Source: an optimization exercise on an open RTL-to-GDS flow (aim: small area and a short achievable clock period). Production flows keep margins and buffers that such runs may drop.
Function not checked in this run: the RTL went through the layout flow alone.
Power is estimated from default activity; no workload was simulated.

<file path="flow/constraint.sdc">
create_clock -name core_clock -period 7.5 [get_ports {clk}]
set_input_delay 1.5000 -clock core_clock [delete_from_list [all_inputs] [get_ports {clk}]]
set_output_delay 1.5000 -clock core_clock [all_outputs]
set_load 0.01 [all_outputs]
</file>
<file path="flow/config.mk">
export PLATFORM = sky130hd
export DESIGN_NAME = FloatingPoint_Multiplier_Complete
export DESIGN_NICKNAME = FloatingPoint_Multiplier_Complete
export VERILOG_FILES = /design/flow/design.v
export SDC_FILE = /design/flow/constraint.sdc
export NUM_CORES = 4
export LEC_CHECK = 0
export ABC_CLOCK_PERIOD_IN_PS = 2500
export CAP_MARGIN = 20
export CORE_MARGIN = 2
export CORE_UTILIZATION = 55
export CTS_BUF_LIST = sky130_fd_sc_hd__clkbuf_8
export SETUP_SLACK_MARGIN = 4.7
export SLEW_MARGIN = 20
</file>
<file path="flow/flow/run.sh">
#!/bin/bash
# Own layout flow: the standard flow (standard.sh) with two changes:
#  - synthesis runs Yosys's synth without its generic "abc -fast" pass
#    (-noabc), so the full adders written in the RTL reach extract_fa as
#    written instead of being remapped first; everything else in
#    synth_recipe.tcl (flatten, renames, registers) is unchanged;
#  - port buffers use the buffer cell named in flow/ports.txt.
# Each tool's output is in the ORFS logs under orfs/logs; make's own output
# goes to flow.log here.
set -euo pipefail
here=$(pwd)
first=$(head -n 1 synth_recipe.tcl)
if [[ "$first" != 'proc synth {args} { yosys synth -nofsm -noshare {*}$args }' ]]; then
  echo "unexpected first line of synth_recipe.tcl: $first" >&2
  exit 1
fi
{ echo 'proc synth {args} { yosys synth -nofsm -noshare -noabc {*}$args }'; tail -n +2 synth_recipe.tcl; } > own_synth.tcl
buf=$(tr -d ' \n' < flow/ports.txt)
sed -e "s#SYNTH_SCRIPT=[^ ]*#SYNTH_SCRIPT=$here/own_synth.tcl 'BUFFER_PORTS_ARGS=-buffer_cell $buf'#" standard.sh > own_standard.sh
grep -q own_synth.tcl own_standard.sh
bash own_standard.sh > flow.log 2>&1
</file>
<file path="flow/flow/ports.txt">
sky130_fd_sc_hd__buf_1
</file>
<file path="flow/design.v">
`timescale 1ns/1ps
module FloatingPoint_Multiplier_Complete (
    input wire         clk,
    input wire         rst,
    input  wire [15:0] a,
    input  wire [15:0] b,
    output reg  [15:0] result,
    output reg         overflow,
    output reg         underflow
);
    wire es_g0 = a[10] & b[10];
    wire es_p0 = a[10] ^ b[10];
    wire es_g1 = a[11] & b[11];
    wire es_p1 = a[11] ^ b[11];
    wire es_g2 = a[12] & b[12];
    wire es_p2 = a[12] ^ b[12];
    wire es_g3 = a[13] & b[13];
    wire es_p3 = a[13] ^ b[13];
    wire es_g4 = a[14] & b[14];
    wire es_p4 = a[14] ^ b[14];
    wire es_G0_1 = es_g1 | (es_p1 & es_g0);
    wire es_P0_1 = es_p1 & es_p0;
    wire es_G0_2 = es_g2 | (es_p2 & es_g1);
    wire es_P0_2 = es_p2 & es_p1;
    wire es_G0_3 = es_g3 | (es_p3 & es_g2);
    wire es_P0_3 = es_p3 & es_p2;
    wire es_G0_4 = es_g4 | (es_p4 & es_g3);
    wire es_P0_4 = es_p4 & es_p3;
    wire es_G1_2 = es_G0_2 | (es_P0_2 & es_g0);
    wire es_P1_2 = es_P0_2 & es_p0;
    wire es_G1_3 = es_G0_3 | (es_P0_3 & es_G0_1);
    wire es_P1_3 = es_P0_3 & es_P0_1;
    wire es_G1_4 = es_G0_4 | (es_P0_4 & es_G0_2);
    wire es_P1_4 = es_P0_4 & es_P0_2;
    wire es_G2_4 = es_G1_4 | (es_P1_4 & es_g0);
    wire es_P2_4 = es_P1_4 & es_p0;
    wire es_s1 = es_p1 ^ es_g0;
    wire es_s2 = es_p2 ^ es_G0_1;
    wire es_s3 = es_p3 ^ es_G1_2;
    wire es_s4 = es_p4 ^ es_G1_3;
    reg        r1_sign, r1_ha;
    reg  [5:0] r1_es;    
    reg  [9:0] r1_ma;
    reg  [5:0] r1_one, r1_two;    
    reg  [4:0] r1_neg;
    wire [12:0] yb = {2'b00, b[14:10] != 5'd0, b[9:0]};
    always @(posedge clk) begin
        r1_sign <= a[15] ^ b[15];
        r1_es   <= ((a[14:0] == 15'd0) | (b[14:0] == 15'd0)) ? 6'h3f : {es_G2_4, es_s4, es_s3, es_s2, es_s1, es_p0};
        r1_ha   <= a[14:10] != 5'd0;
        r1_ma   <= a[9:0];
        r1_one[0] <= yb[0] ^ 1'b0;
        r1_two[0] <= (yb[1] & ~yb[0] & ~1'b0) | (~yb[1] & yb[0] & 1'b0);
        r1_neg[0] <= yb[1];
        r1_one[1] <= yb[2] ^ yb[1];
        r1_two[1] <= (yb[3] & ~yb[2] & ~yb[1]) | (~yb[3] & yb[2] & yb[1]);
        r1_neg[1] <= yb[3];
        r1_one[2] <= yb[4] ^ yb[3];
        r1_two[2] <= (yb[5] & ~yb[4] & ~yb[3]) | (~yb[5] & yb[4] & yb[3]);
        r1_neg[2] <= yb[5];
        r1_one[3] <= yb[6] ^ yb[5];
        r1_two[3] <= (yb[7] & ~yb[6] & ~yb[5]) | (~yb[7] & yb[6] & yb[5]);
        r1_neg[3] <= yb[7];
        r1_one[4] <= yb[8] ^ yb[7];
        r1_two[4] <= (yb[9] & ~yb[8] & ~yb[7]) | (~yb[9] & yb[8] & yb[7]);
        r1_neg[4] <= yb[9];
        r1_one[5] <= yb[10] ^ yb[9];
        r1_two[5] <= (yb[11] & ~yb[10] & ~yb[9]) | (~yb[11] & yb[10] & yb[9]);
    end
    wire [10:0] mx = {r1_ha, r1_ma};
    wire bp0_0 = ((r1_one[0] & mx[0])) ^ r1_neg[0];
    wire bp0_1 = ((r1_one[0] & mx[1]) | (r1_two[0] & mx[0])) ^ r1_neg[0];
    wire bp0_2 = ((r1_one[0] & mx[2]) | (r1_two[0] & mx[1])) ^ r1_neg[0];
    wire bp0_3 = ((r1_one[0] & mx[3]) | (r1_two[0] & mx[2])) ^ r1_neg[0];
    wire bp0_4 = ((r1_one[0] & mx[4]) | (r1_two[0] & mx[3])) ^ r1_neg[0];
    wire bp0_5 = ((r1_one[0] & mx[5]) | (r1_two[0] & mx[4])) ^ r1_neg[0];
    wire bp0_6 = ((r1_one[0] & mx[6]) | (r1_two[0] & mx[5])) ^ r1_neg[0];
    wire bp0_7 = ((r1_one[0] & mx[7]) | (r1_two[0] & mx[6])) ^ r1_neg[0];
    wire bp0_8 = ((r1_one[0] & mx[8]) | (r1_two[0] & mx[7])) ^ r1_neg[0];
    wire bp0_9 = ((r1_one[0] & mx[9]) | (r1_two[0] & mx[8])) ^ r1_neg[0];
    wire bp0_10 = ((r1_one[0] & mx[10]) | (r1_two[0] & mx[9])) ^ r1_neg[0];
    wire bp0_11 = ((r1_two[0] & mx[10])) ^ r1_neg[0];
    wire bp1_0 = ((r1_one[1] & mx[0])) ^ r1_neg[1];
    wire bp1_1 = ((r1_one[1] & mx[1]) | (r1_two[1] & mx[0])) ^ r1_neg[1];
    wire bp1_2 = ((r1_one[1] & mx[2]) | (r1_two[1] & mx[1])) ^ r1_neg[1];
    wire bp1_3 = ((r1_one[1] & mx[3]) | (r1_two[1] & mx[2])) ^ r1_neg[1];
    wire bp1_4 = ((r1_one[1] & mx[4]) | (r1_two[1] & mx[3])) ^ r1_neg[1];
    wire bp1_5 = ((r1_one[1] & mx[5]) | (r1_two[1] & mx[4])) ^ r1_neg[1];
    wire bp1_6 = ((r1_one[1] & mx[6]) | (r1_two[1] & mx[5])) ^ r1_neg[1];
    wire bp1_7 = ((r1_one[1] & mx[7]) | (r1_two[1] & mx[6])) ^ r1_neg[1];
    wire bp1_8 = ((r1_one[1] & mx[8]) | (r1_two[1] & mx[7])) ^ r1_neg[1];
    wire bp1_9 = ((r1_one[1] & mx[9]) | (r1_two[1] & mx[8])) ^ r1_neg[1];
    wire bp1_10 = ((r1_one[1] & mx[10]) | (r1_two[1] & mx[9])) ^ r1_neg[1];
    wire bp1_11 = ((r1_two[1] & mx[10])) ^ r1_neg[1];
    wire bp2_0 = ((r1_one[2] & mx[0])) ^ r1_neg[2];
    wire bp2_1 = ((r1_one[2] & mx[1]) | (r1_two[2] & mx[0])) ^ r1_neg[2];
    wire bp2_2 = ((r1_one[2] & mx[2]) | (r1_two[2] & mx[1])) ^ r1_neg[2];
    wire bp2_3 = ((r1_one[2] & mx[3]) | (r1_two[2] & mx[2])) ^ r1_neg[2];
    wire bp2_4 = ((r1_one[2] & mx[4]) | (r1_two[2] & mx[3])) ^ r1_neg[2];
    wire bp2_5 = ((r1_one[2] & mx[5]) | (r1_two[2] & mx[4])) ^ r1_neg[2];
    wire bp2_6 = ((r1_one[2] & mx[6]) | (r1_two[2] & mx[5])) ^ r1_neg[2];
    wire bp2_7 = ((r1_one[2] & mx[7]) | (r1_two[2] & mx[6])) ^ r1_neg[2];
    wire bp2_8 = ((r1_one[2] & mx[8]) | (r1_two[2] & mx[7])) ^ r1_neg[2];
    wire bp2_9 = ((r1_one[2] & mx[9]) | (r1_two[2] & mx[8])) ^ r1_neg[2];
    wire bp2_10 = ((r1_one[2] & mx[10]) | (r1_two[2] & mx[9])) ^ r1_neg[2];
    wire bp2_11 = ((r1_two[2] & mx[10])) ^ r1_neg[2];
    wire bp3_0 = ((r1_one[3] & mx[0])) ^ r1_neg[3];
    wire bp3_1 = ((r1_one[3] & mx[1]) | (r1_two[3] & mx[0])) ^ r1_neg[3];
    wire bp3_2 = ((r1_one[3] & mx[2]) | (r1_two[3] & mx[1])) ^ r1_neg[3];
    wire bp3_3 = ((r1_one[3] & mx[3]) | (r1_two[3] & mx[2])) ^ r1_neg[3];
    wire bp3_4 = ((r1_one[3] & mx[4]) | (r1_two[3] & mx[3])) ^ r1_neg[3];
    wire bp3_5 = ((r1_one[3] & mx[5]) | (r1_two[3] & mx[4])) ^ r1_neg[3];
    wire bp3_6 = ((r1_one[3] & mx[6]) | (r1_two[3] & mx[5])) ^ r1_neg[3];
    wire bp3_7 = ((r1_one[3] & mx[7]) | (r1_two[3] & mx[6])) ^ r1_neg[3];
    wire bp3_8 = ((r1_one[3] & mx[8]) | (r1_two[3] & mx[7])) ^ r1_neg[3];
    wire bp3_9 = ((r1_one[3] & mx[9]) | (r1_two[3] & mx[8])) ^ r1_neg[3];
    wire bp3_10 = ((r1_one[3] & mx[10]) | (r1_two[3] & mx[9])) ^ r1_neg[3];
    wire bp3_11 = ((r1_two[3] & mx[10])) ^ r1_neg[3];
    wire bp4_0 = ((r1_one[4] & mx[0])) ^ r1_neg[4];
    wire bp4_1 = ((r1_one[4] & mx[1]) | (r1_two[4] & mx[0])) ^ r1_neg[4];
    wire bp4_2 = ((r1_one[4] & mx[2]) | (r1_two[4] & mx[1])) ^ r1_neg[4];
    wire bp4_3 = ((r1_one[4] & mx[3]) | (r1_two[4] & mx[2])) ^ r1_neg[4];
    wire bp4_4 = ((r1_one[4] & mx[4]) | (r1_two[4] & mx[3])) ^ r1_neg[4];
    wire bp4_5 = ((r1_one[4] & mx[5]) | (r1_two[4] & mx[4])) ^ r1_neg[4];
    wire bp4_6 = ((r1_one[4] & mx[6]) | (r1_two[4] & mx[5])) ^ r1_neg[4];
    wire bp4_7 = ((r1_one[4] & mx[7]) | (r1_two[4] & mx[6])) ^ r1_neg[4];
    wire bp4_8 = ((r1_one[4] & mx[8]) | (r1_two[4] & mx[7])) ^ r1_neg[4];
    wire bp4_9 = ((r1_one[4] & mx[9]) | (r1_two[4] & mx[8])) ^ r1_neg[4];
    wire bp4_10 = ((r1_one[4] & mx[10]) | (r1_two[4] & mx[9])) ^ r1_neg[4];
    wire bp4_11 = ((r1_two[4] & mx[10])) ^ r1_neg[4];
    wire bp5_0 = (r1_one[5] & mx[0]);
    wire bp5_1 = (r1_one[5] & mx[1]) | (r1_two[5] & mx[0]);
    wire bp5_2 = (r1_one[5] & mx[2]) | (r1_two[5] & mx[1]);
    wire bp5_3 = (r1_one[5] & mx[3]) | (r1_two[5] & mx[2]);
    wire bp5_4 = (r1_one[5] & mx[4]) | (r1_two[5] & mx[3]);
    wire bp5_5 = (r1_one[5] & mx[5]) | (r1_two[5] & mx[4]);
    wire bp5_6 = (r1_one[5] & mx[6]) | (r1_two[5] & mx[5]);
    wire bp5_7 = (r1_one[5] & mx[7]) | (r1_two[5] & mx[6]);
    wire bp5_8 = (r1_one[5] & mx[8]) | (r1_two[5] & mx[7]);
    wire bp5_9 = (r1_one[5] & mx[9]) | (r1_two[5] & mx[8]);
    wire bp5_10 = (r1_one[5] & mx[10]) | (r1_two[5] & mx[9]);
    wire bp5_11 = (r1_two[5] & mx[10]);
    wire hs0 = r1_neg[3] ^ bp0_6;
    wire hc0 = r1_neg[3] & bp0_6;
    wire hs1 = bp0_7 ^ bp1_5;
    wire hc1 = bp0_7 & bp1_5;
    wire fs0 = r1_neg[4] ^ bp0_8 ^ bp1_6;
    wire fc0 = (r1_neg[4] & bp0_8) | (r1_neg[4] & bp1_6) | (bp0_8 & bp1_6);
    wire hs2 = bp2_4 ^ bp3_2;
    wire hc2 = bp2_4 & bp3_2;
    wire fs1 = bp0_9 ^ bp1_7 ^ bp2_5;
    wire fc1 = (bp0_9 & bp1_7) | (bp0_9 & bp2_5) | (bp1_7 & bp2_5);
    wire hs3 = bp3_3 ^ bp4_1;
    wire hc3 = bp3_3 & bp4_1;
    wire fs2 = bp0_10 ^ bp1_8 ^ bp2_6;
    wire fc2 = (bp0_10 & bp1_8) | (bp0_10 & bp2_6) | (bp1_8 & bp2_6);
    wire fs3 = bp3_4 ^ bp4_2 ^ bp5_0;
    wire fc3 = (bp3_4 & bp4_2) | (bp3_4 & bp5_0) | (bp4_2 & bp5_0);
    wire fs4 = bp0_11 ^ bp1_9 ^ bp2_7;
    wire fc4 = (bp0_11 & bp1_9) | (bp0_11 & bp2_7) | (bp1_9 & bp2_7);
    wire fs5 = bp3_5 ^ bp4_3 ^ bp5_1;
    wire fc5 = (bp3_5 & bp4_3) | (bp3_5 & bp5_1) | (bp4_3 & bp5_1);
    wire fs6 = r1_neg[0] ^ bp1_10 ^ bp2_8;
    wire fc6 = (r1_neg[0] & bp1_10) | (r1_neg[0] & bp2_8) | (bp1_10 & bp2_8);
    wire fs7 = bp3_6 ^ bp4_4 ^ bp5_2;
    wire fc7 = (bp3_6 & bp4_4) | (bp3_6 & bp5_2) | (bp4_4 & bp5_2);
    wire fs8 = r1_neg[0] ^ bp1_11 ^ bp2_9;
    wire fc8 = (r1_neg[0] & bp1_11) | (r1_neg[0] & bp2_9) | (bp1_11 & bp2_9);
    wire fs9 = bp3_7 ^ bp4_5 ^ bp5_3;
    wire fc9 = (bp3_7 & bp4_5) | (bp3_7 & bp5_3) | (bp4_5 & bp5_3);
    wire fs10 = ~r1_neg[0] ^ ~r1_neg[1] ^ bp2_10;
    wire fc10 = (~r1_neg[0] & ~r1_neg[1]) | (~r1_neg[0] & bp2_10) | (~r1_neg[1] & bp2_10);
    wire fs11 = bp3_8 ^ bp4_6 ^ bp5_4;
    wire fc11 = (bp3_8 & bp4_6) | (bp3_8 & bp5_4) | (bp4_6 & bp5_4);
    wire fs12 = 1'b1 ^ bp2_11 ^ bp3_9;
    wire fc12 = (1'b1 & bp2_11) | (1'b1 & bp3_9) | (bp2_11 & bp3_9);
    wire hs4 = bp4_7 ^ bp5_5;
    wire hc4 = bp4_7 & bp5_5;
    wire fs13 = ~r1_neg[2] ^ bp3_10 ^ bp4_8;
    wire fc13 = (~r1_neg[2] & bp3_10) | (~r1_neg[2] & bp4_8) | (bp3_10 & bp4_8);
    wire hs5 = 1'b1 ^ bp3_11;
    wire hc5 = 1'b1 & bp3_11;
    wire hs6 = r1_neg[2] ^ bp0_4;
    wire hc6 = r1_neg[2] & bp0_4;
    wire hs7 = bp0_5 ^ bp1_3;
    wire hc7 = bp0_5 & bp1_3;
    wire fs14 = bp1_4 ^ bp2_2 ^ bp3_0;
    wire fc14 = (bp1_4 & bp2_2) | (bp1_4 & bp3_0) | (bp2_2 & bp3_0);
    wire fs15 = bp2_3 ^ bp3_1 ^ hc0;
    wire fc15 = (bp2_3 & bp3_1) | (bp2_3 & hc0) | (bp3_1 & hc0);
    wire fs16 = bp4_0 ^ hc1 ^ hs2;
    wire fc16 = (bp4_0 & hc1) | (bp4_0 & hs2) | (hc1 & hs2);
    wire fs17 = hc2 ^ hs3 ^ fc0;
    wire fc17 = (hc2 & hs3) | (hc2 & fc0) | (hs3 & fc0);
    wire fs18 = hc3 ^ fc1 ^ fs2;
    wire fc18 = (hc3 & fc1) | (hc3 & fs2) | (fc1 & fs2);
    wire fs19 = fc2 ^ fc3 ^ fs4;
    wire fc19 = (fc2 & fc3) | (fc2 & fs4) | (fc3 & fs4);
    wire fs20 = fc4 ^ fc5 ^ fs6;
    wire fc20 = (fc4 & fc5) | (fc4 & fs6) | (fc5 & fs6);
    wire fs21 = fc6 ^ fc7 ^ fs8;
    wire fc21 = (fc6 & fc7) | (fc6 & fs8) | (fc7 & fs8);
    wire fs22 = fc8 ^ fc9 ^ fs10;
    wire fc22 = (fc8 & fc9) | (fc8 & fs10) | (fc9 & fs10);
    wire fs23 = hs4 ^ fc10 ^ fc11;
    wire fc23 = (hs4 & fc10) | (hs4 & fc11) | (fc10 & fc11);
    wire fs24 = bp5_6 ^ hc4 ^ fc12;
    wire fc24 = (bp5_6 & hc4) | (bp5_6 & fc12) | (hc4 & fc12);
    wire fs25 = bp4_9 ^ bp5_7 ^ hs5;
    wire fc25 = (bp4_9 & bp5_7) | (bp4_9 & hs5) | (bp5_7 & hs5);
    wire fs26 = ~r1_neg[3] ^ bp4_10 ^ bp5_8;
    wire fc26 = (~r1_neg[3] & bp4_10) | (~r1_neg[3] & bp5_8) | (bp4_10 & bp5_8);
    wire hs8 = 1'b1 ^ bp4_11;
    wire hc8 = 1'b1 & bp4_11;
    wire hs9 = r1_neg[1] ^ bp0_2;
    wire hc9 = r1_neg[1] & bp0_2;
    wire hs10 = bp0_3 ^ bp1_1;
    wire hc10 = bp0_3 & bp1_1;
    wire fs27 = bp1_2 ^ bp2_0 ^ hs6;
    wire fc27 = (bp1_2 & bp2_0) | (bp1_2 & hs6) | (bp2_0 & hs6);
    wire fs28 = bp2_1 ^ hc6 ^ hs7;
    wire fc28 = (bp2_1 & hc6) | (bp2_1 & hs7) | (hc6 & hs7);
    wire fs29 = hc7 ^ hs0 ^ fs14;
    wire fc29 = (hc7 & hs0) | (hc7 & fs14) | (hs0 & fs14);
    wire fs30 = hs1 ^ fc14 ^ fs15;
    wire fc30 = (hs1 & fc14) | (hs1 & fs15) | (fc14 & fs15);
    wire fs31 = fs0 ^ fc15 ^ fs16;
    wire fc31 = (fs0 & fc15) | (fs0 & fs16) | (fc15 & fs16);
    wire fs32 = fs1 ^ fc16 ^ fs17;
    wire fc32 = (fs1 & fc16) | (fs1 & fs17) | (fc16 & fs17);
    wire fs33 = fs3 ^ fc17 ^ fs18;
    wire fc33 = (fs3 & fc17) | (fs3 & fs18) | (fc17 & fs18);
    wire fs34 = fs5 ^ fc18 ^ fs19;
    wire fc34 = (fs5 & fc18) | (fs5 & fs19) | (fc18 & fs19);
    wire fs35 = fs7 ^ fc19 ^ fs20;
    wire fc35 = (fs7 & fc19) | (fs7 & fs20) | (fc19 & fs20);
    wire fs36 = fs9 ^ fc20 ^ fs21;
    wire fc36 = (fs9 & fc20) | (fs9 & fs21) | (fc20 & fs21);
    wire fs37 = fs11 ^ fc21 ^ fs22;
    wire fc37 = (fs11 & fc21) | (fs11 & fs22) | (fc21 & fs22);
    wire fs38 = fs12 ^ fc22 ^ fs23;
    wire fc38 = (fs12 & fc22) | (fs12 & fs23) | (fc22 & fs23);
    wire fs39 = fs13 ^ fc23 ^ fs24;
    wire fc39 = (fs13 & fc23) | (fs13 & fs24) | (fc23 & fs24);
    wire fs40 = fc13 ^ fc24 ^ fs25;
    wire fc40 = (fc13 & fc24) | (fc13 & fs25) | (fc24 & fs25);
    wire fs41 = hc5 ^ fs26 ^ fc25;
    wire fc41 = (hc5 & fs26) | (hc5 & fc25) | (fs26 & fc25);
    wire fs42 = bp5_9 ^ hs8 ^ fc26;
    wire fc42 = (bp5_9 & hs8) | (bp5_9 & fc26) | (hs8 & fc26);
    wire fs43 = ~r1_neg[4] ^ bp5_10 ^ hc8;
    wire fc43 = (~r1_neg[4] & bp5_10) | (~r1_neg[4] & hc8) | (bp5_10 & hc8);
    wire hs11 = 1'b1 ^ bp5_11;
    wire lo_g0 = r1_neg[0] & bp0_0;
    wire lo_p0 = r1_neg[0] ^ bp0_0;
    wire lo_g2 = bp1_0 & hs9;
    wire lo_p2 = bp1_0 ^ hs9;
    wire lo_g3 = hc9 & hs10;
    wire lo_p3 = hc9 ^ hs10;
    wire lo_g4 = hc10 & fs27;
    wire lo_p4 = hc10 ^ fs27;
    wire lo_g5 = fc27 & fs28;
    wire lo_p5 = fc27 ^ fs28;
    wire lo_g6 = fc28 & fs29;
    wire lo_p6 = fc28 ^ fs29;
    wire lo_g7 = fc29 & fs30;
    wire lo_p7 = fc29 ^ fs30;
    wire lo_G0_1 = (bp0_1 & lo_g0);
    wire lo_P0_1 = bp0_1 & lo_p0;
    wire lo_G0_2 = lo_g2;
    wire lo_P0_2 = lo_p2 & bp0_1;
    wire lo_G0_3 = lo_g3 | (lo_p3 & lo_g2);
    wire lo_P0_3 = lo_p3 & lo_p2;
    wire lo_G0_4 = lo_g4 | (lo_p4 & lo_g3);
    wire lo_P0_4 = lo_p4 & lo_p3;
    wire lo_G0_5 = lo_g5 | (lo_p5 & lo_g4);
    wire lo_P0_5 = lo_p5 & lo_p4;
    wire lo_G0_6 = lo_g6 | (lo_p6 & lo_g5);
    wire lo_P0_6 = lo_p6 & lo_p5;
    wire lo_G0_7 = lo_g7 | (lo_p7 & lo_g6);
    wire lo_P0_7 = lo_p7 & lo_p6;
    wire lo_G1_2 = lo_G0_2 | (lo_P0_2 & lo_g0);
    wire lo_P1_2 = lo_P0_2 & lo_p0;
    wire lo_G1_3 = lo_G0_3 | (lo_P0_3 & lo_G0_1);
    wire lo_P1_3 = lo_P0_3 & lo_P0_1;
    wire lo_G1_4 = lo_G0_4 | (lo_P0_4 & lo_G0_2);
    wire lo_P1_4 = lo_P0_4 & lo_P0_2;
    wire lo_G1_5 = lo_G0_5 | (lo_P0_5 & lo_G0_3);
    wire lo_P1_5 = lo_P0_5 & lo_P0_3;
    wire lo_G1_6 = lo_G0_6 | (lo_P0_6 & lo_G0_4);
    wire lo_P1_6 = lo_P0_6 & lo_P0_4;
    wire lo_G1_7 = lo_G0_7 | (lo_P0_7 & lo_G0_5);
    wire lo_P1_7 = lo_P0_7 & lo_P0_5;
    wire lo_G2_4 = lo_G1_4 | (lo_P1_4 & lo_g0);
    wire lo_P2_4 = lo_P1_4 & lo_p0;
    wire lo_G2_5 = lo_G1_5 | (lo_P1_5 & lo_G0_1);
    wire lo_P2_5 = lo_P1_5 & lo_P0_1;
    wire lo_G2_6 = lo_G1_6 | (lo_P1_6 & lo_G1_2);
    wire lo_P2_6 = lo_P1_6 & lo_P1_2;
    wire lo_G2_7 = lo_G1_7 | (lo_P1_7 & lo_G1_3);
    wire lo_P2_7 = lo_P1_7 & lo_P1_3;
    wire lo_s1 = bp0_1 ^ lo_g0;
    wire lo_s2 = lo_p2 ^ lo_G0_1;
    wire lo_s3 = lo_p3 ^ lo_G1_2;
    wire lo_s4 = lo_p4 ^ lo_G1_3;
    wire lo_s5 = lo_p5 ^ lo_G2_4;
    wire lo_s6 = lo_p6 ^ lo_G2_5;
    wire lo_s7 = lo_p7 ^ lo_G2_6;
    wire [7:0] nlo = {lo_s7, lo_s6, lo_s5, lo_s4, lo_s3, lo_s2, lo_s1, lo_p0};
    wire zq0 = ~(r1_neg[0] ^ bp0_0);
    wire zq1 = ~(bp0_1 ^ (r1_neg[0] | bp0_0));
    wire zq2 = ~((bp1_0 ^ hs9) ^ bp0_1);
    wire zq3 = ~((hc9 ^ hs10) ^ (bp1_0 | hs9));
    wire zq4 = ~((hc10 ^ fs27) ^ (hc9 | hs10));
    wire zq5 = ~((fc27 ^ fs28) ^ (hc10 | fs27));
    wire zq6 = ~((fc28 ^ fs29) ^ (fc27 | fs28));
    wire zq7 = ~((fc29 ^ fs30) ^ (fc28 | fs29));
    wire zq8 = ~((fc30 ^ fs31) ^ (fc29 | fs30));
    wire zq9 = ~((fc31 ^ fs32) ^ (fc30 | fs31));
    wire zr1 = ~(bp0_1 ^ (r1_neg[0] & bp0_0));
    wire z08 = zq0 & zq1 & zq2 & zq3 & zq4 & zq5 & zq6 & zq7 & zq8;    
    wire z19 = zr1 & zq2 & zq3 & zq4 & zq5 & zq6 & zq7 & zq8 & zq9;    
    reg [21:8] r2_a;
    reg [21:8] r2_b;
    reg        r2_cin;
    reg        r2_zA;
    reg        r2_zB;
    reg        r2_z0c;
    reg        r2_z1c;
    reg        r2_sign;
    reg  [5:0] r2_es;
    always @(posedge clk) begin
        r2_cin <= lo_G2_7;
        r2_zA <= zq2 & zq3 & zq4 & zq5;
        r2_zB <= zq6 & zq7 & zq8;
        r2_z0c <= zq0 & zq1;
        r2_z1c <= zr1 & zq9;
        r2_a[8] <= fc30;
        r2_b[8] <= fs31;
        r2_a[9] <= fc31;
        r2_b[9] <= fs32;
        r2_a[10] <= fc32;
        r2_b[10] <= fs33;
        r2_a[11] <= fc33;
        r2_b[11] <= fs34;
        r2_a[12] <= fc34;
        r2_b[12] <= fs35;
        r2_a[13] <= fc35;
        r2_b[13] <= fs36;
        r2_a[14] <= fc36;
        r2_b[14] <= fs37;
        r2_a[15] <= fs38;
        r2_b[15] <= fc37;
        r2_a[16] <= fc38;
        r2_b[16] <= fs39;
        r2_a[17] <= fc39;
        r2_b[17] <= fs40;
        r2_a[18] <= fc40;
        r2_b[18] <= fs41;
        r2_a[19] <= fs42;
        r2_b[19] <= fc41;
        r2_a[20] <= fs43;
        r2_b[20] <= fc42;
        r2_a[21] <= hs11;
        r2_b[21] <= fc43;
        r2_sign <= r1_sign;
        r2_es <= r1_es;
    end
    wire hi_g0 = r2_a[8] & r2_b[8];
    wire hi_p0 = r2_a[8] ^ r2_b[8];
    wire hi_g1 = r2_a[9] & r2_b[9];
    wire hi_p1 = r2_a[9] ^ r2_b[9];
    wire hi_g2 = r2_a[10] & r2_b[10];
    wire hi_p2 = r2_a[10] ^ r2_b[10];
    wire hi_g3 = r2_a[11] & r2_b[11];
    wire hi_p3 = r2_a[11] ^ r2_b[11];
    wire hi_g4 = r2_a[12] & r2_b[12];
    wire hi_p4 = r2_a[12] ^ r2_b[12];
    wire hi_g5 = r2_a[13] & r2_b[13];
    wire hi_p5 = r2_a[13] ^ r2_b[13];
    wire hi_g6 = r2_a[14] & r2_b[14];
    wire hi_p6 = r2_a[14] ^ r2_b[14];
    wire hi_g7 = r2_a[15] & r2_b[15];
    wire hi_p7 = r2_a[15] ^ r2_b[15];
    wire hi_g8 = r2_a[16] & r2_b[16];
    wire hi_p8 = r2_a[16] ^ r2_b[16];
    wire hi_g9 = r2_a[17] & r2_b[17];
    wire hi_p9 = r2_a[17] ^ r2_b[17];
    wire hi_g10 = r2_a[18] & r2_b[18];
    wire hi_p10 = r2_a[18] ^ r2_b[18];
    wire hi_g11 = r2_a[19] & r2_b[19];
    wire hi_p11 = r2_a[19] ^ r2_b[19];
    wire hi_g12 = r2_a[20] & r2_b[20];
    wire hi_p12 = r2_a[20] ^ r2_b[20];
    wire hi_g13 = r2_a[21] & r2_b[21];
    wire hi_p13 = r2_a[21] ^ r2_b[21];
    wire hi_G0_1 = hi_g1 | (hi_p1 & hi_g0);
    wire hi_P0_1 = hi_p1 & hi_p0;
    wire hi_G0_2 = hi_g2 | (hi_p2 & hi_g1);
    wire hi_P0_2 = hi_p2 & hi_p1;
    wire hi_G0_3 = hi_g3 | (hi_p3 & hi_g2);
    wire hi_P0_3 = hi_p3 & hi_p2;
    wire hi_G0_4 = hi_g4 | (hi_p4 & hi_g3);
    wire hi_P0_4 = hi_p4 & hi_p3;
    wire hi_G0_5 = hi_g5 | (hi_p5 & hi_g4);
    wire hi_P0_5 = hi_p5 & hi_p4;
    wire hi_G0_6 = hi_g6 | (hi_p6 & hi_g5);
    wire hi_P0_6 = hi_p6 & hi_p5;
    wire hi_G0_7 = hi_g7 | (hi_p7 & hi_g6);
    wire hi_P0_7 = hi_p7 & hi_p6;
    wire hi_G0_8 = hi_g8 | (hi_p8 & hi_g7);
    wire hi_P0_8 = hi_p8 & hi_p7;
    wire hi_G0_9 = hi_g9 | (hi_p9 & hi_g8);
    wire hi_P0_9 = hi_p9 & hi_p8;
    wire hi_G0_10 = hi_g10 | (hi_p10 & hi_g9);
    wire hi_P0_10 = hi_p10 & hi_p9;
    wire hi_G0_11 = hi_g11 | (hi_p11 & hi_g10);
    wire hi_P0_11 = hi_p11 & hi_p10;
    wire hi_G0_12 = hi_g12 | (hi_p12 & hi_g11);
    wire hi_P0_12 = hi_p12 & hi_p11;
    wire hi_G0_13 = hi_g13 | (hi_p13 & hi_g12);
    wire hi_P0_13 = hi_p13 & hi_p12;
    wire hi_G1_2 = hi_G0_2 | (hi_P0_2 & hi_g0);
    wire hi_P1_2 = hi_P0_2 & hi_p0;
    wire hi_G1_3 = hi_G0_3 | (hi_P0_3 & hi_G0_1);
    wire hi_P1_3 = hi_P0_3 & hi_P0_1;
    wire hi_G1_4 = hi_G0_4 | (hi_P0_4 & hi_G0_2);
    wire hi_P1_4 = hi_P0_4 & hi_P0_2;
    wire hi_G1_5 = hi_G0_5 | (hi_P0_5 & hi_G0_3);
    wire hi_P1_5 = hi_P0_5 & hi_P0_3;
    wire hi_G1_6 = hi_G0_6 | (hi_P0_6 & hi_G0_4);
    wire hi_P1_6 = hi_P0_6 & hi_P0_4;
    wire hi_G1_7 = hi_G0_7 | (hi_P0_7 & hi_G0_5);
    wire hi_P1_7 = hi_P0_7 & hi_P0_5;
    wire hi_G1_8 = hi_G0_8 | (hi_P0_8 & hi_G0_6);
    wire hi_P1_8 = hi_P0_8 & hi_P0_6;
    wire hi_G1_9 = hi_G0_9 | (hi_P0_9 & hi_G0_7);
    wire hi_P1_9 = hi_P0_9 & hi_P0_7;
    wire hi_G1_10 = hi_G0_10 | (hi_P0_10 & hi_G0_8);
    wire hi_P1_10 = hi_P0_10 & hi_P0_8;
    wire hi_G1_11 = hi_G0_11 | (hi_P0_11 & hi_G0_9);
    wire hi_P1_11 = hi_P0_11 & hi_P0_9;
    wire hi_G1_12 = hi_G0_12 | (hi_P0_12 & hi_G0_10);
    wire hi_P1_12 = hi_P0_12 & hi_P0_10;
    wire hi_G1_13 = hi_G0_13 | (hi_P0_13 & hi_G0_11);
    wire hi_P1_13 = hi_P0_13 & hi_P0_11;
    wire hi_G2_4 = hi_G1_4 | (hi_P1_4 & hi_g0);
    wire hi_P2_4 = hi_P1_4 & hi_p0;
    wire hi_G2_5 = hi_G1_5 | (hi_P1_5 & hi_G0_1);
    wire hi_P2_5 = hi_P1_5 & hi_P0_1;
    wire hi_G2_6 = hi_G1_6 | (hi_P1_6 & hi_G1_2);
    wire hi_P2_6 = hi_P1_6 & hi_P1_2;
    wire hi_G2_7 = hi_G1_7 | (hi_P1_7 & hi_G1_3);
    wire hi_P2_7 = hi_P1_7 & hi_P1_3;
    wire hi_G2_8 = hi_G1_8 | (hi_P1_8 & hi_G1_4);
    wire hi_P2_8 = hi_P1_8 & hi_P1_4;
    wire hi_G2_9 = hi_G1_9 | (hi_P1_9 & hi_G1_5);
    wire hi_P2_9 = hi_P1_9 & hi_P1_5;
    wire hi_G2_10 = hi_G1_10 | (hi_P1_10 & hi_G1_6);
    wire hi_P2_10 = hi_P1_10 & hi_P1_6;
    wire hi_G2_11 = hi_G1_11 | (hi_P1_11 & hi_G1_7);
    wire hi_P2_11 = hi_P1_11 & hi_P1_7;
    wire hi_G2_12 = hi_G1_12 | (hi_P1_12 & hi_G1_8);
    wire hi_P2_12 = hi_P1_12 & hi_P1_8;
    wire hi_G2_13 = hi_G1_13 | (hi_P1_13 & hi_G1_9);
    wire hi_P2_13 = hi_P1_13 & hi_P1_9;
    wire hi_G3_8 = hi_G2_8 | (hi_P2_8 & hi_g0);
    wire hi_P3_8 = hi_P2_8 & hi_p0;
    wire hi_G3_9 = hi_G2_9 | (hi_P2_9 & hi_G0_1);
    wire hi_P3_9 = hi_P2_9 & hi_P0_1;
    wire hi_G3_10 = hi_G2_10 | (hi_P2_10 & hi_G1_2);
    wire hi_P3_10 = hi_P2_10 & hi_P1_2;
    wire hi_G3_11 = hi_G2_11 | (hi_P2_11 & hi_G1_3);
    wire hi_P3_11 = hi_P2_11 & hi_P1_3;
    wire hi_G3_12 = hi_G2_12 | (hi_P2_12 & hi_G2_4);
    wire hi_P3_12 = hi_P2_12 & hi_P2_4;
    wire hi_G3_13 = hi_G2_13 | (hi_P2_13 & hi_G2_5);
    wire hi_P3_13 = hi_P2_13 & hi_P2_5;
    wire hi_s0 = hi_p0 ^ r2_cin;
    wire hi_C1 = hi_g0 | (hi_p0 & r2_cin);
    wire hi_s1 = hi_p1 ^ hi_C1;
    wire hi_C2 = hi_G0_1 | (hi_P0_1 & r2_cin);
    wire hi_s2 = hi_p2 ^ hi_C2;
    wire hi_C3 = hi_G1_2 | (hi_P1_2 & r2_cin);
    wire hi_s3 = hi_p3 ^ hi_C3;
    wire hi_C4 = hi_G1_3 | (hi_P1_3 & r2_cin);
    wire hi_s4 = hi_p4 ^ hi_C4;
    wire hi_C5 = hi_G2_4 | (hi_P2_4 & r2_cin);
    wire hi_s5 = hi_p5 ^ hi_C5;
    wire hi_C6 = hi_G2_5 | (hi_P2_5 & r2_cin);
    wire hi_s6 = hi_p6 ^ hi_C6;
    wire hi_C7 = hi_G2_6 | (hi_P2_6 & r2_cin);
    wire hi_s7 = hi_p7 ^ hi_C7;
    wire hi_C8 = hi_G2_7 | (hi_P2_7 & r2_cin);
    wire hi_s8 = hi_p8 ^ hi_C8;
    wire hi_C9 = hi_G3_8 | (hi_P3_8 & r2_cin);
    wire hi_s9 = hi_p9 ^ hi_C9;
    wire hi_C10 = hi_G3_9 | (hi_P3_9 & r2_cin);
    wire hi_s10 = hi_p10 ^ hi_C10;
    wire hi_C11 = hi_G3_10 | (hi_P3_10 & r2_cin);
    wire hi_s11 = hi_p11 ^ hi_C11;
    wire hi_C12 = hi_G3_11 | (hi_P3_11 & r2_cin);
    wire hi_s12 = hi_p12 ^ hi_C12;
    wire hi_C13 = hi_G3_12 | (hi_P3_12 & r2_cin);
    wire hi_s13 = hi_p13 ^ hi_C13;
    wire hi_C14 = hi_G3_13 | (hi_P3_13 & r2_cin);
    wire tie0 = hi_s1 & r2_zA & r2_zB & r2_z0c;
    wire tie1 = hi_s2 & r2_zA & r2_zB & r2_z1c;
    wire r0_a0_1 = hi_s2 & hi_s1;
    wire r0_a0_2 = hi_s3 & hi_s2;
    wire r0_a0_3 = hi_s4 & hi_s3;
    wire r0_a0_4 = hi_s5 & hi_s4;
    wire r0_a0_5 = hi_s6 & hi_s5;
    wire r0_a0_6 = hi_s7 & hi_s6;
    wire r0_a0_7 = hi_s8 & hi_s7;
    wire r0_a0_8 = hi_s9 & hi_s8;
    wire r0_a0_9 = hi_s10 & hi_s9;
    wire r0_a0_10 = hi_s11 & hi_s10;
    wire r0_a0_11 = hi_s12 & hi_s11;
    wire r0_a1_2 = r0_a0_2 & hi_s1;
    wire r0_a1_3 = r0_a0_3 & r0_a0_1;
    wire r0_a1_4 = r0_a0_4 & r0_a0_2;
    wire r0_a1_5 = r0_a0_5 & r0_a0_3;
    wire r0_a1_6 = r0_a0_6 & r0_a0_4;
    wire r0_a1_7 = r0_a0_7 & r0_a0_5;
    wire r0_a1_8 = r0_a0_8 & r0_a0_6;
    wire r0_a1_9 = r0_a0_9 & r0_a0_7;
    wire r0_a1_10 = r0_a0_10 & r0_a0_8;
    wire r0_a1_11 = r0_a0_11 & r0_a0_9;
    wire r0_a2_4 = r0_a1_4 & hi_s1;
    wire r0_a2_5 = r0_a1_5 & r0_a0_1;
    wire r0_a2_6 = r0_a1_6 & r0_a1_2;
    wire r0_a2_7 = r0_a1_7 & r0_a1_3;
    wire r0_a2_8 = r0_a1_8 & r0_a1_4;
    wire r0_a2_9 = r0_a1_9 & r0_a1_5;
    wire r0_a2_10 = r0_a1_10 & r0_a1_6;
    wire r0_a2_11 = r0_a1_11 & r0_a1_7;
    wire r0_a3_8 = r0_a2_8 & hi_s1;
    wire r0_a3_9 = r0_a2_9 & r0_a0_1;
    wire r0_a3_10 = r0_a2_10 & r0_a1_2;
    wire r0_a3_11 = r0_a2_11 & r0_a1_3;
    wire r0_0 = hi_s2 ^ hi_s1;
    wire r0_1 = hi_s3 ^ r0_a0_1;
    wire r0_2 = hi_s4 ^ r0_a1_2;
    wire r0_3 = hi_s5 ^ r0_a1_3;
    wire r0_4 = hi_s6 ^ r0_a2_4;
    wire r0_5 = hi_s7 ^ r0_a2_5;
    wire r0_6 = hi_s8 ^ r0_a2_6;
    wire r0_7 = hi_s9 ^ r0_a2_7;
    wire r0_8 = hi_s10 ^ r0_a3_8;
    wire r0_9 = hi_s11 ^ r0_a3_9;
    wire r0_10 = hi_s12 ^ r0_a3_10;
    wire c9 = (r2_a[8] & r2_b[8]) | ((r2_a[8] ^ r2_b[8]) & r2_cin);
    wire ones920 = ((r2_a[9] ^ r2_b[9]) ^ c9) & ((r2_a[9] & r2_b[9]) ^ (r2_a[10] ^ r2_b[10])) & ((r2_a[10] & r2_b[10]) ^ (r2_a[11] ^ r2_b[11])) & ((r2_a[11] & r2_b[11]) ^ (r2_a[12] ^ r2_b[12])) & ((r2_a[12] & r2_b[12]) ^ (r2_a[13] ^ r2_b[13])) & ((r2_a[13] & r2_b[13]) ^ (r2_a[14] ^ r2_b[14])) & ((r2_a[14] & r2_b[14]) ^ (r2_a[15] ^ r2_b[15])) & ((r2_a[15] & r2_b[15]) ^ (r2_a[16] ^ r2_b[16])) & ((r2_a[16] & r2_b[16]) ^ (r2_a[17] ^ r2_b[17])) & ((r2_a[17] & r2_b[17]) ^ (r2_a[18] ^ r2_b[18])) & ((r2_a[18] & r2_b[18]) ^ (r2_a[19] ^ r2_b[19])) & ((r2_a[19] & r2_b[19]) ^ (r2_a[20] ^ r2_b[20]));
    wire r0_top = hi_s13 | ones920;    
    wire r1_a0_1 = hi_s3 & hi_s2;
    wire r1_a0_2 = hi_s4 & hi_s3;
    wire r1_a0_3 = hi_s5 & hi_s4;
    wire r1_a0_4 = hi_s6 & hi_s5;
    wire r1_a0_5 = hi_s7 & hi_s6;
    wire r1_a0_6 = hi_s8 & hi_s7;
    wire r1_a0_7 = hi_s9 & hi_s8;
    wire r1_a0_8 = hi_s10 & hi_s9;
    wire r1_a0_9 = hi_s11 & hi_s10;
    wire r1_a0_10 = hi_s12 & hi_s11;
    wire r1_a1_2 = r1_a0_2 & hi_s2;
    wire r1_a1_3 = r1_a0_3 & r1_a0_1;
    wire r1_a1_4 = r1_a0_4 & r1_a0_2;
    wire r1_a1_5 = r1_a0_5 & r1_a0_3;
    wire r1_a1_6 = r1_a0_6 & r1_a0_4;
    wire r1_a1_7 = r1_a0_7 & r1_a0_5;
    wire r1_a1_8 = r1_a0_8 & r1_a0_6;
    wire r1_a1_9 = r1_a0_9 & r1_a0_7;
    wire r1_a1_10 = r1_a0_10 & r1_a0_8;
    wire r1_a2_4 = r1_a1_4 & hi_s2;
    wire r1_a2_5 = r1_a1_5 & r1_a0_1;
    wire r1_a2_6 = r1_a1_6 & r1_a1_2;
    wire r1_a2_7 = r1_a1_7 & r1_a1_3;
    wire r1_a2_8 = r1_a1_8 & r1_a1_4;
    wire r1_a2_9 = r1_a1_9 & r1_a1_5;
    wire r1_a2_10 = r1_a1_10 & r1_a1_6;
    wire r1_a3_8 = r1_a2_8 & hi_s2;
    wire r1_a3_9 = r1_a2_9 & r1_a0_1;
    wire r1_a3_10 = r1_a2_10 & r1_a1_2;
    wire r1_0 = hi_s3 ^ hi_s2;
    wire r1_1 = hi_s4 ^ r1_a0_1;
    wire r1_2 = hi_s5 ^ r1_a1_2;
    wire r1_3 = hi_s6 ^ r1_a1_3;
    wire r1_4 = hi_s7 ^ r1_a2_4;
    wire r1_5 = hi_s8 ^ r1_a2_5;
    wire r1_6 = hi_s9 ^ r1_a2_6;
    wire r1_7 = hi_s10 ^ r1_a2_7;
    wire r1_8 = hi_s11 ^ r1_a3_8;
    wire r1_9 = hi_s12 ^ r1_a3_9;
    wire [9:0] mant0 = {r0_9, r0_8, r0_7, r0_6, r0_5, r0_4, r0_3, r0_2, r0_1, r0_0} & ~{9'd0, tie0};
    wire [9:0] mant1 = {r1_9, r1_8, r1_7, r1_6, r1_5, r1_4, r1_3, r1_2, r1_1, r1_0} & ~{9'd0, tie1};
    wire [9:0] mant  = hi_s13 ? mant1 : mant0;
    wire       r2_zero = &r2_es;
    wire       ovf0 = r2_es >= 6'd46;
    wire       ovf1 = r2_es >= 6'd45;
    wire       unf0 = r2_es <= 6'd15;
    wire       unf1 = r2_es <= 6'd14;
    wire [4:0] ef0  = r2_es[4:0] + 5'd17;
    wire [4:0] ef1  = r2_es[4:0] + 5'd18;
    wire       ovf  = r0_top ? ovf1 : ovf0;
    wire       unf  = r0_top ? unf1 : unf0;
    wire [4:0] ef   = r0_top ? ef1 : ef0;
    reg        r3_nz, r3_ovf, r3_unf;    
    reg [15:0] r3_val;
    always @(posedge clk or posedge rst) begin
        if (rst) begin
            r3_nz  <= 1'b0;
            r3_ovf <= 1'b0;
            r3_unf <= 1'b0;
        end else begin
            r3_nz  <= ~r2_zero & ~ovf & ~unf;
            r3_ovf <= ~r2_zero & ovf;
            r3_unf <= ~r2_zero & ~ovf & unf;
        end
    end
    always @(posedge clk) r3_val <= {r2_sign, ef, mant};
    always @(*) begin
        result    = r3_nz ? r3_val : (r3_ovf ? 16'h7F80 : 16'd0);
        overflow  = r3_ovf;
        underflow = r3_unf;
    end
endmodule
</file>
<file path="flow/standard.sh">
#!/bin/bash
# synth_recipe.tcl (not shown) runs the flow's synth.tcl, then flattens the netlist and writes it again
# the make line also repeats each setting of config.mk as NAME=value (left out here)
make -C /OpenROAD-flow-scripts/flow DESIGN_CONFIG=/design/flow/config.mk WORK_HOME=/design/flow/orfs CLKGATE_MAP_FILE= SYNTH_SCRIPT=/design/flow/synth_recipe.tcl "${@:-finish}"
</file>
==> impl_metrics.toml <==
[floorplanning]
start_util_pct = 56.6
die_x_um = 113
ios = 52
core_area_um2 = 11500
die_h_um = 113
row_count = 39
dieArea_um2 = 12700

[drt]
drc = 0
drt_iter0_markers = 237
via_per_inst = 5.52
firstDrtPassIters = 15
drtAntennaViolNets = 0
num_vias = 4595
wl_um = 13100
wire_per_inst_um = 15.7

[yosys]
synth-seq-cells = 94
synth_top_area_cell = "dfxtp_1"
avgSynthCellArea_um2 = 10.2
syn_nets = 780
synth_cells = 637
synth_area_leaders = "dfxtp_1 28%, fa_1 17%, xnor2_1 11%, ha_1 10%, a22oi_1 6.2%"
synth_top_family_by_area = "adder cells"
synthAdderAreaFrac_pct = 27.2
synth_area_um2 = 6520
synth.area.mux_share_pct = 0.921
synth_top_area_share_pct = 27.9
synth-simple-area-share_pct = 10.3
synth_xor_area_share_pct = 15.7
ys_warn_count = 1
synth-seq-area-share_pct = 29.1
ys_types = 51
synth-compound-area-share_pct = 12.6

[worst_setup_path]
cp-start-kind = "flip-flop"
path_class = "reg2reg"
critPathCaptureType = "flip-flop"
path_max_fanout = 4
critPathRequiredTime_ns = 7.82
arrival_ns = 3.04
r2r_cells = 11

[clock_network]
cts_root_buffer = "clkbuf_8"
ctsLongestPathBuffers = 2
cts_buffers = 9
cts_sinks = 94
cts_tree = "done"
hold_buffers = 0
clk_latency_ns = 0.38
h-tree-depth = 3
cts.reportedPaths.clkPinSlew_ns = 0.08

[place]
dp_slack_ns = 4.45
dp_hpwl_um = 10000
gp_congestion = 0.834
portBuffers = 51
placed_cell_area_um2 = 6760

[finish]
drive_gt1_share_pct = 15.7
syn_to_final_growth_pct = 14.1
diodes = 0
stdcell_area_um2 = 7440
nNetsFinal = 827
n_fill_cell = 974
post-route-util_pct = 64.6
layout_common_cells = "80 x xnor2_1, 68 x dfxtp_1, 54 x nand2_1, 51 x fa_1, 51 x buf_1"
final_common_cell = "xnor2_1"

[pwr]
p_per_area_nw_per_um2 = 480
ir_worst_vdd_v = 0.000241
p_leak_uw = 0.00304

[sta]
setup_ws_ns = 4.78
rsz0062_at_grt = "yes"
drv_slew = 0
hold_violations = 0
finalClockSkew_ns = 0.00898
setup_viol = 0
min_period_ns = 2.72
finalCritPeriodShare_pct = 36.3
hold_ws_ns = 0.331
setup_tns_ns = 0
fmax_mhz = 367
tightest_slew_ns = 0.729
max_slew_margin_pct = 51.0

[hold_path]
hold-path-cell-count = 0
hold_class = "reg2reg"

[run]
cap_viol_max_count = 0

[grt]
grt_util_all_layers_pct = 22.3
overflow = 0
grt_pass1_vias = 4699
grt_start_max_net_pins = 18
antenna_found_initial = 0
grt_pass1_wl_um = 22700

[status]
status = "complete, no violations"
cells in the mapped netlist (all sizes together):
master   n
dfxtp   91
xnor2   87
fa      55
nand2   55
a22oi   54
ha      54
inv     36
clkbuf  27
xor2    24
nor2    19
o21ai   16
a21oi   12
and2    12
nand4    8
a22o     7
nand3    7
nor3     7
a31oi    6
and3     6
buf      6
mux2i    6
a31o     5
nand2b   5
nor2b    5
nor4     4
a21o     3
dfrtp    3
a221oi   2
o21bai   2
or2      2
a211o    1
a211oi   1
a311oi   1
a41o     1
a41oi    1
and2b    1
and4     1
nor3b    1
o211ai   1
o22ai    1
or4b     1
routing by layer:
| layer | routed length [um] | vias to the layer above | track usage [%] |
|---|---|---|---|
| li1 | - | 2243 | - |
| met4 | 207 | 0 | 6.42 |
| met1 | 5930 | 2248 | 29.8 |
| met5 | 0 | - | 0 |
| met3 | 562 | 14 | 5.46 |
| met2 | 6370 | 90 | 36.5 |
stage by stage:
| stage | std cells | total power [uW] |
|---|---|---|
| after floorplan | 637 | 2410 |
| final | 832 | 3570 |
| after CTS | 817 | 3280 |
| after global placement | 798 | 2770 |
| after detailed placement | 798 | 2810 |
| after global routing | 832 | 3920 |
worst max-delay path: stages, from the launching register on:
cell,delay (ns)
dfxtp_1,0.34
ha_2,0.20
fa_2,0.43
a31oi_4,0.18
o21ai_4,0.12
buf_4,0.17
a41oi_4,0.29
xnor2_4,0.17
and2_4,0.17
inv_1,0.04
or4b_1,0.46
nand3_1,0.10
sequential cells by signal, indices dropped and copies added, names as in the netlist, 5 cells and up:
name	flops
r1_one	6
r2_b	14
r1_ma	10
r3_val	16
r2_a	14
r2_es	6
r1_two	6
r1_neg	5
r1_es	6
repair_timing:
action,CTS,global route
setup endpoints to repair,21,29
pin swaps,2,11
gates resized for setup,29,56
buffers inserted,3,15
where the power goes:
group | switching (uW) | internal [uW]
clock | 180 | 190
combinational | 1250 | 1160
sequential | 124 | 668
total | 1550 | 2020
area by class of cell:
type	instances	area, um^2	area share [%]
Clock buffer	9	124	1.67
Multi-Input combinational cell	474	4600	61.9
Tap cell	143	179	2.41
Timing Repair Buffer	69	330	4.44
Sequential cell	94	1970	26.5
Inverter	36	135	1.82
Clock inverter	7	100	1.35
cells by family after synthesis:
family / count (synthesis)
xor+xnor: 111
fa+ha+maj: 109
flops: 94
compound gates: 114
simple gates: 134
mux: 6
buf+inv: 69
final timing paths:
path                            slack (ns)      from        end
worst max-delay path                  4.78  r2_a[10]  r3_val[9]
worst min-delay path                  0.33   r1_sign    r2_sign
worst max register to register        4.78  r2_a[10]  r3_val[9]
worst min register to register        0.33   r1_sign    r2_sign
max in group asynchronous             6.42       rst      r3_nz
min in group asynchronous             0.94       rst     r3_unf

afterwards: timing with drivers on the ports:
No port has a modelled driver above. Below, the same layout with a new extraction and two added sets of constraints. Step 1 (the two cells are an assumption about what drives the block):
set clk [get_ports {clk}]
set_driving_cell -lib_cell sky130_fd_sc_hd__clkbuf_16 $clk
set_driving_cell -lib_cell sky130_fd_sc_hd__buf_2 [delete_from_list [all_inputs] $clk]
Step 2 times the ports against the registers' clock, not the clock port: input delays grow and output delays shrink by t, the midpoint of the rising clock arrivals with the driver on. Three values: ideal, step 1, step 2; two values: the first two.
t, ns: 0.410
slack for setup (ns): 4.779 / 4.749 / 4.545
pins driven straight from the clock port: 1
After both steps this run still meets setup and hold. For this run, drivers alone change the setup slack by -0.030 ns; drivers and shift together by -0.234 ns.
